Source: an optimization exercise on an open RTL-to-GDS flow (aim: small area). Production flows keep margins and buffers that such runs may drop. In this exercise RTL edits were held to simulation tests only and were not proved equivalent to the original. No driver is modelled on the clock port, so clocking that relies on it looks cheaper here than on a real chip. Power is estimated from default activity; no workload was simulated.

## build 49
## fp16_sum
module fp16_sum(input wire clk,input wire [15:0] num1,num2,output reg [15:0] out);
clock: 4.5 ns
lec_check: 0
abc_area: 1
cap_margin: 20
core_margin: 2
core_utilization: 55
gpl_timing_driven: 0
slew_margin: 20
standard.sh (not shown) runs the stock make flow with config.mk's settings and CLKGATE_MAP_FILE= SYNTH_SCRIPT=/design/flow/synth_recipe.tcl, a recipe that flattens the netlist after the stock synthesis.
==> flow/flow/run.sh <==
#!/bin/bash
# The standard layout with these changes:
#  - synthesis maps with flow/abc.script and without the adder cell step;
#  - the port buffers are plain buf_1 cells;
#  - clock tree synthesis inserts no dummy loads.
set -euo pipefail
here=$(pwd)
inner=$(grep -o 'SYNTH_SCRIPT=[^ ]*' standard.sh | head -1 | cut -d= -f2-)
export OWN_INNER_SYNTH=$inner
export OWN_ABC_SCRIPT=$here/flow/abc.script
export BUFFER_PORTS_ARGS="-buffer_cell sky130_fd_sc_hd__buf_1"
export CTS_ARGS="-sink_clustering_enable -repair_clock_nets -dont_use_dummy_load"
export RECOVER_POWER=100
sed "s#SYNTH_SCRIPT=[^ ]*#SYNTH_SCRIPT=$here/flow/synth.tcl ADDER_MAP_FILE=#" standard.sh > own.sh
bash own.sh > flow.log 2>&1
==> flow/flow/abc.script <==
strash
dch -f
map -D 3400 -B 0.2
strash
dch -f
map -D 3400 -B 0.2
topo
stime -c
buffer -c
upsize -c
dnsize -c
==> flow/flow/synth.tcl <==
# The standard flow's synthesis script, with our own ABC script for the technology
# mapping (the registers and their names are unchanged).
proc abc {args} {
  set i [lsearch -exact $args -script]
  if {$i >= 0} { lset args [expr {$i + 1}] $::env(OWN_ABC_SCRIPT) }
  yosys abc {*}$args
}
source $::env(OWN_INNER_SYNTH)
What build 58 does differently from build 49 at the input level:
==> flow/flow/run.sh <==
#!/bin/bash
# The standard layout with these changes:
#  - synthesis maps with flow/abc.script and without the adder cell step;
#  - the port buffers are plain buf_1 cells;
#  - clock tree synthesis inserts no dummy loads;
#  - after clock tree synthesis, logic cells are downsized where timing allows
#    (flow/post_cts.tcl), and the global-route step recovers power (RECOVER_POWER).
set -euo pipefail
here=$(pwd)
inner=$(grep -o 'SYNTH_SCRIPT=[^ ]*' standard.sh | head -1 | cut -d= -f2-)
export OWN_INNER_SYNTH=$inner
export OWN_ABC_SCRIPT=$here/flow/abc.script
export BUFFER_PORTS_ARGS="-buffer_cell sky130_fd_sc_hd__buf_1"
export CTS_ARGS="-sink_clustering_enable -repair_clock_nets -dont_use_dummy_load"
export RECOVER_POWER=100
export POST_CTS_TCL=$here/flow/post_cts.tcl
export SKIP_INCREMENTAL_REPAIR=1
sed "s#SYNTH_SCRIPT=[^ ]*#SYNTH_SCRIPT=$here/flow/synth.tcl ADDER_MAP_FILE=#" standard.sh > own.sh
bash own.sh > flow.log 2>&1
==> flow/flow/downsize.tcl (new file) <==
# Area recovery: give each logic cell the smallest drive strength of its
# function that keeps setup slack above a margin and adds no slew,
# capacitance or fanout violation. Registers keep their cell type.
proc own_cell_area {lib_cell_name} {
  set m [[ord::get_db] findMaster $lib_cell_name]
  return [expr {[$m getWidth] * [$m getHeight]}]
}
proc own_downsize {margin {parasitics -placement}} {
  estimate_parasitics $parasitics
  puts "area recovery: setup slack before [sta::worst_slack_cmd max]"
  set v0 [expr {[sta::max_slew_violation_count] + [sta::max_capacitance_violation_count] + [sta::max_fanout_violation_count]}]
  set saved 0
  set n 0
  foreach inst [get_cells *] {
    if {[catch {get_name [get_lib_cells -of_objects $inst]} cur]} { continue }
    if {![regexp {^(sky130_fd_sc_hd__[a-z0-9]+)_([0-9]+)$} $cur -> base drv]} { continue }
    if {[regexp {dfxtp|dfrtp|clkbuf|clkinv|tap|fill|decap|conb|dly} $base]} { continue }
    set best $cur
    set cands {}
    foreach lc [get_lib_cells ${base}_*] { lappend cands [get_name $lc] }
    foreach cand [lsort -dictionary $cands] {
      if {![regexp {^sky130_fd_sc_hd__[a-z0-9]+_([0-9]+)$} $cand -> cdrv]} { continue }
      if {$cdrv >= $drv} { continue }
      if {[own_cell_area $cand] >= [own_cell_area $best]} { continue }
      if {[[[ord::get_db] findMaster $cand] getWidth] > [[[ord::get_db] findMaster $cur] getWidth]} { continue }
      replace_cell $inst $cand
      set ok [expr {[sta::worst_slack_cmd max] >= $margin * 1e-9}]
      if {$ok} {
        set v [expr {[sta::max_slew_violation_count] + [sta::max_capacitance_violation_count] + [sta::max_fanout_violation_count]}]
        set ok [expr {$v <= $v0}]
      }
      if {$ok} {
        set saved [expr {$saved + [own_cell_area $best] - [own_cell_area $cand]}]
        set best $cand
        incr n
        break
      }
      replace_cell $inst $best
    }
  }
  puts "area recovery: $n cells downsized, [expr {$saved / 1e6}] um^2 saved, setup slack [sta::worst_slack_cmd max]"
}
==> flow/flow/post_cts.tcl (new file) <==
# After clock tree synthesis: area recovery by downsizing logic cells.
source [file join [file dirname [info script]] downsize.tcl]
own_downsize 0.3
## What came out
- When build 58 is measured against build 49, its final area turns out about 2.5% lower.
- Among build 49 and build 58, a clean, completed layout was produced by build 49 alone.
- Count of vias placed by the detailed router of build 58 falls short of that of build 49 slightly.
- | worst setup slack | build 58 vs build 49 | 400 ps lower |
- Against build 49, build 58 comes in 1.2 points lower on share of cell area taken by multi-input logic gates.
- On fmax: between build 49 and build 58, it ends up higher for build 49.
- Comparing build 49 with build 58, the clock buffer and inverter area fraction after layout came out essentially unchanged.
- Summary of the comparison: detailed-route wire length on metal 1 is higher in build 58, relative to build 49.
- Against build 49 as the reference, build 58 delivers a lower layout-stage area growth over the synthesis result.
- NOTE total power consumption of the routed design build 49->build 58 decreased slightly
[inputs] build 67 vs build 58
-- flow/flow/run.sh --
<<< build 58, line 11
export OWN_INNER_SYNTH=$inner
export OWN_ABC_SCRIPT=$here/flow/abc.script
export BUFFER_PORTS_ARGS="-buffer_cell sky130_fd_sc_hd__buf_1"
export CTS_ARGS="-sink_clustering_enable -repair_clock_nets -dont_use_dummy_load"
export RECOVER_POWER=100
export POST_CTS_TCL=$here/flow/post_cts.tcl
export SKIP_INCREMENTAL_REPAIR=1
sed "s#SYNTH_SCRIPT=[^ ]*#SYNTH_SCRIPT=$here/flow/synth.tcl ADDER_MAP_FILE=#" standard.sh > own.sh
bash own.sh > flow.log 2>&1
>>> build 67, line 11
export OWN_INNER_SYNTH=$inner
export OWN_ABC_SCRIPT=$here/flow/abc.script
export OWN_ABC_AREA_SCRIPT=$here/flow/abc_area.script
export BUFFER_PORTS_ARGS="-buffer_cell sky130_fd_sc_hd__buf_1"
export CTS_ARGS="-sink_clustering_enable -repair_clock_nets -dont_use_dummy_load"
export RECOVER_POWER=100
export POST_CTS_TCL=$here/flow/post_cts.tcl
sed "s#SYNTH_SCRIPT=[^ ]*#SYNTH_SCRIPT=$here/flow/synth.tcl ADDER_MAP_FILE=#" standard.sh > own.sh
bash own.sh > flow.log 2>&1
==> flow/flow/abc_area.script (new file) <==
strash
dch -f
map -D 4000 -B 0.2
strash
dch -f
map -D 4000 -B 0.2
topo
stime -c
buffer -c
upsize -c
dnsize -c
==> flow/flow/post_cts.tcl <==
# After clock tree synthesis: area recovery by downsizing logic cells.
source [file join [file dirname [info script]] downsize.tcl]
own_downsize 0.4
==> flow/flow/synth.tcl <==
# The standard flow's synthesis script, with our own ABC scripts for the technology
# mapping (the registers and their names are unchanged): the logic fed by
# the input ports is mapped for delay with flow/abc.script, the rest for
# area with flow/abc_area.script.
proc abc {args} {
  set i [expr {[lsearch -exact $args -script] + 1}]
  set a $args
  set b $args
  lset a $i $::env(OWN_ABC_SCRIPT)
  lset b $i $::env(OWN_ABC_AREA_SCRIPT)
  yosys select -set own_in i:* i:clk %d {%co*:-sky130_fd_sc_hd__dfxtp_1[D]}
  yosys select -set own_in_cells @own_in c:* %i t:sky130_fd_sc_hd__dfxtp_1 %d
  yosys abc {*}$a @own_in_cells
  yosys select -set own_rest c:* t:sky130_fd_sc_hd__* %d
  yosys abc {*}$b @own_rest
  yosys select -clear
}
source $::env(OWN_INNER_SYNTH)
[summary]
Both conditions hold for build 67: the flow ran to the end and the final layout passed the timing, DRC and antenna checks.
Build 67 ended up with a lower wire length of the first global-routing pass than build 58 did.
Build 67 against build 58: met2 capacity usage during global routing went down by 0.17 points, worst slew margin relative to its limit went up by 10 points, number of hold violations in the final report was more or less identical, width of the die went up by 1.4 um.
The lower multi-input combinational cell area of build 67 and build 58 is in build 58.
Delta (build 67 minus build 58): data-path buffer share of cell area in the final layout up 0.20 points; met2 wirelength from detailed routing shows an increase of 74 um.
Build 67 reports its end of the critical path as r1_lo[7] while build 58 reports r1_lo[6].
Changes in build 59 relative to build 67:
-- flow/flow/run.sh --
<<< build 67, line 11
export OWN_INNER_SYNTH=$inner
export OWN_ABC_SCRIPT=$here/flow/abc.script
export OWN_ABC_AREA_SCRIPT=$here/flow/abc_area.script
export BUFFER_PORTS_ARGS="-buffer_cell sky130_fd_sc_hd__buf_1"
export CTS_ARGS="-sink_clustering_enable -repair_clock_nets -dont_use_dummy_load"
>>> build 59, line 11
export OWN_INNER_SYNTH=$inner
export OWN_ABC_SCRIPT=$here/flow/abc.script
export BUFFER_PORTS_ARGS="-buffer_cell sky130_fd_sc_hd__buf_1"
export CTS_ARGS="-sink_clustering_enable -repair_clock_nets -dont_use_dummy_load"
==> flow/flow/synth.tcl <==
# The standard flow's synthesis script, with our own ABC script for the technology
# mapping (the registers and their names are unchanged).
proc abc {args} {
  set i [lsearch -exact $args -script]
  if {$i >= 0} { lset args [expr {$i + 1}] $::env(OWN_ABC_SCRIPT) }
  yosys abc {*}$args
}
source $::env(OWN_INNER_SYNTH)
removed: flow/flow/abc_area.script
Results
- Looking at critical-path cell with the highest stage delay, the sky130_fd_sc_hd__xor2_2 result is from build 67; the sky130_fd_sc_hd__or2_1 one comes from build 59.
- Build 59 vs. build 67: wire length on met3 went down by 2 um.
- Compared with build 67, in build 59 tapcell count went down; share of the core filled with cells did not really move; total global routing overflow did not really move; clock latency on the worst-skew pair did not really move.
The following lists how build 55 was set up differently from build 59:
==> flow/flow/run.sh <==
#!/bin/bash
# The standard layout with these changes:
#  - synthesis maps with flow/abc.script and without the adder cell step;
#  - the port buffers are plain buf_1 cells;
#  - clock tree synthesis inserts no dummy loads.
set -euo pipefail
here=$(pwd)
inner=$(grep -o 'SYNTH_SCRIPT=[^ ]*' standard.sh | head -1 | cut -d= -f2-)
export OWN_INNER_SYNTH=$inner
export OWN_ABC_SCRIPT=$here/flow/abc.script
export BUFFER_PORTS_ARGS="-buffer_cell sky130_fd_sc_hd__buf_1"
export CTS_ARGS="-sink_clustering_enable -repair_clock_nets -dont_use_dummy_load"
export RECOVER_POWER=100
sed "s#SYNTH_SCRIPT=[^ ]*#SYNTH_SCRIPT=$here/flow/synth.tcl ADDER_MAP_FILE=#" standard.sh > own.sh
bash own.sh > flow.log 2>&1
==> flow/flow/abc.script <==
strash
dch -f
map -D 3400 -B 0.2
strash
dch -f
map -D 3400 -B 0.2
topo
stime -c
dnsize -c
removed: flow/flow/downsize.tcl
removed: flow/flow/post_cts.tcl
[summary]
- Compared with build 59, in build 55 power saw an increase, via count saw an increase, count of buffers not belonging to the clock network in the layout saw an increase.
- Met3 capacity usage during global routing: build 59 vs build 55 — no meaningful difference
- Final critical delay including setup and external delays, build 55 and build 59: smaller value in build 59
Modified inputs, build 73 compared to build 55
-- flow/flow/run.sh --
<<< build 55, line 12
export CTS_ARGS="-sink_clustering_enable -repair_clock_nets -dont_use_dummy_load"
export RECOVER_POWER=100
sed "s#SYNTH_SCRIPT=[^ ]*#SYNTH_SCRIPT=$here/flow/synth.tcl ADDER_MAP_FILE=#" standard.sh > own.sh
bash own.sh > flow.log 2>&1
>>> build 73, line 12
export CTS_ARGS="-sink_clustering_enable -repair_clock_nets -dont_use_dummy_load"
export RECOVER_POWER=100
export POST_GLOBAL_ROUTE_TCL=$here/flow/post_grt.tcl
sed "s#SYNTH_SCRIPT=[^ ]*#SYNTH_SCRIPT=$here/flow/synth.tcl ADDER_MAP_FILE=#" standard.sh > own.sh
bash own.sh > flow.log 2>&1
-- flow/flow/abc.script --
<<< build 55, line 7
topo
stime -c
dnsize -c
>>> build 73, line 7
topo
stime -c
buffer -c
upsize -c
dnsize -c
==> flow/flow/downsize.tcl (new file) <==
# Area recovery: give each logic cell the smallest drive strength of its
# function that keeps setup slack above a margin and adds no slew,
# capacitance or fanout violation. Registers keep their cell type.
proc own_cell_area {lib_cell_name} {
  set m [[ord::get_db] findMaster $lib_cell_name]
  return [expr {[$m getWidth] * [$m getHeight]}]
}
proc own_downsize {margin {parasitics -placement}} {
  estimate_parasitics $parasitics
  puts "area recovery: setup slack before [sta::worst_slack_cmd max]"
  set v0 [expr {[sta::max_slew_violation_count] + [sta::max_capacitance_violation_count] + [sta::max_fanout_violation_count]}]
  set saved 0
  set n 0
  foreach inst [get_cells *] {
    if {[catch {get_name [get_lib_cells -of_objects $inst]} cur]} { continue }
    if {![regexp {^(sky130_fd_sc_hd__[a-z0-9]+)_([0-9]+)$} $cur -> base drv]} { continue }
    if {[regexp {dfxtp|dfrtp|clkbuf|clkinv|tap|fill|decap|conb|dly} $base]} { continue }
    set best $cur
    set cands {}
    foreach lc [get_lib_cells ${base}_*] { lappend cands [get_name $lc] }
    foreach cand [lsort -dictionary $cands] {
      if {![regexp {^sky130_fd_sc_hd__[a-z0-9]+_([0-9]+)$} $cand -> cdrv]} { continue }
      if {$cdrv >= $drv} { continue }
      if {[own_cell_area $cand] >= [own_cell_area $best]} { continue }
      if {[[[ord::get_db] findMaster $cand] getWidth] > [[[ord::get_db] findMaster $cur] getWidth]} { continue }
      replace_cell $inst $cand
      set ok [expr {[sta::worst_slack_cmd max] >= $margin * 1e-9}]
      if {$ok} {
        set v [expr {[sta::max_slew_violation_count] + [sta::max_capacitance_violation_count] + [sta::max_fanout_violation_count]}]
        set ok [expr {$v <= $v0}]
      }
      if {$ok} {
        set saved [expr {$saved + [own_cell_area $best] - [own_cell_area $cand]}]
        set best $cand
        incr n
        break
      }
      replace_cell $inst $best
    }
  }
  puts "area recovery: $n cells downsized, [expr {$saved / 1e6}] um^2 saved, setup slack [sta::worst_slack_cmd max]"
}
==> flow/flow/post_grt.tcl (new file) <==
# After global routing: area recovery by downsizing logic cells, timed with
# global-routing parasitics, then the changed nets are routed again.
source [file join [file dirname [info script]] downsize.tcl]
global_route -start_incremental
own_downsize 0.1 -global_routing
detailed_placement
global_route -end_incremental
estimate_parasitics -global_routing
write_guides $::env(RESULTS_DIR)/route.guide
Results
Build 73 improves on build 55 in setup slack at placement. Looking at clock tree skew after final layout across build 73 and build 55, the one that comes out higher is build 73. Comparing final design utilization for build 73 and build 55, the bigger number came from build 55. Diff build 55 -> build 73: cell count about even; synthesized area increased 4.9%; summed area of non-filler cells in the final layout went down by 1.4%.

==> port drivers added, routing unchanged <==
The flow's constraints put no driver on any port. The routed layouts listed below were extracted and timed again, unchanged, in two steps.
Step 1: set_driving_cell puts a clkbuf_16 on clk and a buf_2 on each other input, an assumption about the parent block.
Step 2, shift: input delay + t, output delay - t, t = (earliest + latest rising clock arrival at the registers) / 2. This alone moves slack from input paths to output paths.
Three values: no drivers, after step 1, after step 2; two values: the first two.
run	t (ns)	setup slack, ns	hold WS [ns]	worst setup path at the end	worst slew at a driven data input, ns
build 49	0.356	0.344 / 0.351 / -0.005	0.309 / 0.309 / 0.309	input to register	0.03
build 58	0.355	-0.051 / -0.043 / -0.397	0.309 / 0.309 / 0.309	input to register	0.03
build 67	0.360	0.368 / 0.372 / 0.012	0.307 / 0.307 / 0.307	input to register	0.03
build 59	0.357	0.403 / 0.411 / 0.055	0.309 / 0.309 / 0.309	input to register	0.03
build 55	0.360	0.275 / 0.280 / -0.080	0.311 / 0.311 / 0.311	input to register	0.03
build 73	0.356	0.344 / 0.351 / -0.005	0.309 / 0.309 / 0.309	input to register	0.03
Met with ideal ports but missed after step 2: setup timing in build 49, build 55 and build 73. For build 67, which loses most, drivers alone change the setup slack by +0.004 ns; drivers and shift together by -0.356 ns.
